Context: an optimization exercise on an open-source flow, tuned for small area. The choices shown serve that exercise and are no tape-out recipe. Function was checked by simulation only, so behaviour that the tests miss may differ from the original. Power and IR drop assume default switching activity.

==> module PKT_Detector, before the edit <==
module PKT_Detector #(
    parameter   DATA_WIDTH    = 8   ,
                PKT_CNT_WIDTH = 4   ,
                OUT_PKT_WIDTH = 160
) (
    input   logic                           reset     ,
    input   logic                           clk       ,
    input   logic   [DATA_WIDTH - 1 : 0]    data_in   ,
    input   logic                           dataK     ,
    output  logic   [PKT_CNT_WIDTH - 1 : 0] PKT_count ,
    output  logic   [OUT_PKT_WIDTH - 1 : 0] PKT       ,
    output  logic                           MRd       ,
    output  logic                           MWr       ,
    output  logic                           IORd      ,
    output  logic                           IOWr      ,
    output  logic                           CfgRd0    ,
    output  logic                           CfgWr0    ,
    output  logic                           CfgRd1    ,
    output  logic                           CfgWr1    ,
    output  logic                           Cpl       ,
    output  logic                           Cp1D
);
logic [151:0] dl;
logic [4:0]   cnt;
logic [143:0] body;       
logic         valid_n;    
wire pulse = (cnt == 5'b10000);    
wire idle = (cnt == 5'd0) || pulse;
wire last = (cnt == 5'b00110);
wire good = last && (dl[7:0] == 8'hFD);
wire stp  = idle && (data_in == 8'hFB) && dataK;
logic [151:0] dl_n;
always_ff @(posedge clk) dl_n <= {dl_n[143:0], ~data_in};
assign dl = ~dl_n;
always_ff @(posedge clk or negedge reset) begin
    if (!reset)
        cnt <= 5'd0;
    else
        cnt <= last ? (good ? 5'b10000 : 5'd0) :
               idle ? {4'd0, stp} : {cnt[3:0], cnt[4] ^ cnt[2]};
end
logic [143:0] incoming;
always_comb
    for (int k = 1; k <= 18; k++)
        incoming[8*(k-1) +: 8] = dl[8*(19-k) +: 8];
logic [143:0] body_n;     
always_ff @(posedge clk)
    if (good) body_n <= ~incoming;    
assign body = ~body_n;
always_ff @(posedge clk or negedge reset) begin
    if (!reset) begin
        valid_n   <= 1'b1;
        PKT_count <= '0;
    end else begin
        if (good) begin
            valid_n   <= 1'b0;
            PKT_count <= PKT_count + 4'd1;
        end
    end
end
assign PKT = {!valid_n ? 8'hFD : 8'h00, body & ~{144{valid_n}}, !valid_n ? 8'hFB : 8'h00};
wire [7:0] ty = body[23:16];    
assign MRd    = pulse && ty == 8'h00;
assign MWr    = pulse && ty == 8'h01;
assign IORd   = pulse && ty == 8'h02;
assign IOWr   = pulse && ty == 8'h42;
assign CfgRd0 = pulse && ty == 8'h04;
assign CfgWr0 = pulse && ty == 8'h44;
assign CfgRd1 = pulse && ty == 8'h05;
assign CfgWr1 = pulse && ty == 8'h45;
assign Cpl    = pulse && ty == 8'h0a;
assign Cp1D   = pulse && ty == 8'h4a;
endmodule
export LEC_CHECK = 0
export ABC_AREA = 1
export CAP_MARGIN = 20
export CORE_MARGIN = 2
export CORE_UTILIZATION = 65
export PLACE_DENSITY = 0.85
export SLEW_MARGIN = 20
create_clock -name core_clock -period 5.0 [get_ports {clk}]
standard.sh (not shown) runs the stock make flow with config.mk's settings and CLKGATE_MAP_FILE= SYNTH_SCRIPT=/design/flow/synth_recipe.tcl, a recipe that flattens the netlist after the stock synthesis.
==> flow/flow/run.sh <==
#!/bin/bash
# The standard ORFS layout (standard.sh), with these changes:
#  - synthesis maps the logic with a plain area-oriented ABC script (no buffering or
#    upsizing, which the later repair steps redo where needed) and no half/full-adder
#    cells; the registers and their names are those of the standard synthesis;
#  - port buffers are the smallest buffer (buf_1) instead of clkdlybuf4s50_1;
#  - clock tree: clkbuf_8 buffers, sink clusters of up to 22, no dummy loads.
# Each tool's full output stays in orfs/logs/; make's output goes to standard_flow.log.
set -euo pipefail
rm -rf scripts_area
cp -r "$FLOW_HOME/scripts" scripts_area
printf 'strash\ndch\nmap -a\ntopo\n' > scripts_area/abc_area.script
bash standard.sh \
  "SCRIPTS_DIR=$PWD/scripts_area" \
  "ADDER_MAP_FILE=" \
  "BUFFER_PORTS_ARGS=-buffer_cell sky130_fd_sc_hd__buf_1" \
  "CTS_ARGS=-sink_clustering_enable -repair_clock_nets -dont_use_dummy_load -buf_list sky130_fd_sc_hd__clkbuf_8 -sink_clustering_size 22 -sink_clustering_max_diameter 50" \
  finish > standard_flow.log 2>&1
Next try:
--- a/flow/design.v
+++ b/flow/design.v
@@ -22,24 +22,24 @@
 );
 logic [151:0] dl;
 logic [4:0]   cnt;
 logic [143:0] body;       
 logic         valid_n;    
-wire pulse = (cnt == 5'b10000);    
-wire idle = (cnt == 5'd0) || pulse;
-wire last = (cnt == 5'b00110);
+wire last = (cnt == 5'd20);
 wire good = last && (dl[7:0] == 8'hFD);
-wire stp  = idle && (data_in == 8'hFB) && dataK;
 logic [151:0] dl_n;
 always_ff @(posedge clk) dl_n <= {dl_n[143:0], ~data_in};
 assign dl = ~dl_n;
 always_ff @(posedge clk or negedge reset) begin
     if (!reset)
         cnt <= 5'd0;
+    else if (cnt == 5'd0 || cnt == 5'd21)
+        cnt <= {4'd0, (data_in == 8'hFB) && dataK};
+    else if (last)
+        cnt <= good ? 5'd21 : 5'd0;
     else
-        cnt <= last ? (good ? 5'b10000 : 5'd0) :
-               idle ? {4'd0, stp} : {cnt[3:0], cnt[4] ^ cnt[2]};
+        cnt <= cnt + 5'd1;
 end
 logic [143:0] incoming;
 always_comb
     for (int k = 1; k <= 18; k++)
         incoming[8*(k-1) +: 8] = dl[8*(19-k) +: 8];
@@ -57,10 +57,11 @@
             PKT_count <= PKT_count + 4'd1;
         end
     end
 end
 assign PKT = {!valid_n ? 8'hFD : 8'h00, body & ~{144{valid_n}}, !valid_n ? 8'hFB : 8'h00};
+wire       pulse = (cnt == 5'd21);
 wire [7:0] ty = body[23:16];    
 assign MRd    = pulse && ty == 8'h00;
 assign MWr    = pulse && ty == 8'h01;
 assign IORd   = pulse && ty == 8'h02;
 assign IOWr   = pulse && ty == 8'h42;
=> Critical path depth falls by 3; area after synthesis is higher by 0.48%; power climbs by 0.59%; via count rose by 4.3%; die area goes up by 0.46%; count of clock-buffer cells in the layout is unchanged; synthesized cell count rises by 1.5%; design area is higher by 0.52%; setup slack is worse by 0.35 ns; cell count came out higher by 1.5%.

## afterwards: timing with drivers on the ports
In the flow no input, the clock included, has a driving cell. The finished layouts below were timed again as built, in two steps.
Step 1, drivers: a clkbuf_16 drives clk and a buf_2 each remaining input, both assumed.
Step 2 adds t to the input delays and takes it off the output delays; t is the mean of the earliest and latest rising clock arrival at the registers after step 1. Input paths then give back, and output paths get back, about the clock's delay inside the block.
Three values: ideal, step 1, step 2; two values: the first two.
run	t, ns	setup WS [ns]	hold WS [ns]	worst setup path at the end
the first run	0.500	1.753 / 1.723 / 2.223	0.292 / 0.292 / 0.292	register to output
the second run	0.495	1.400 / 1.368 / 1.862	0.261 / 0.261 / 0.261	register to output
After both steps setup and hold are still met in every run listed.
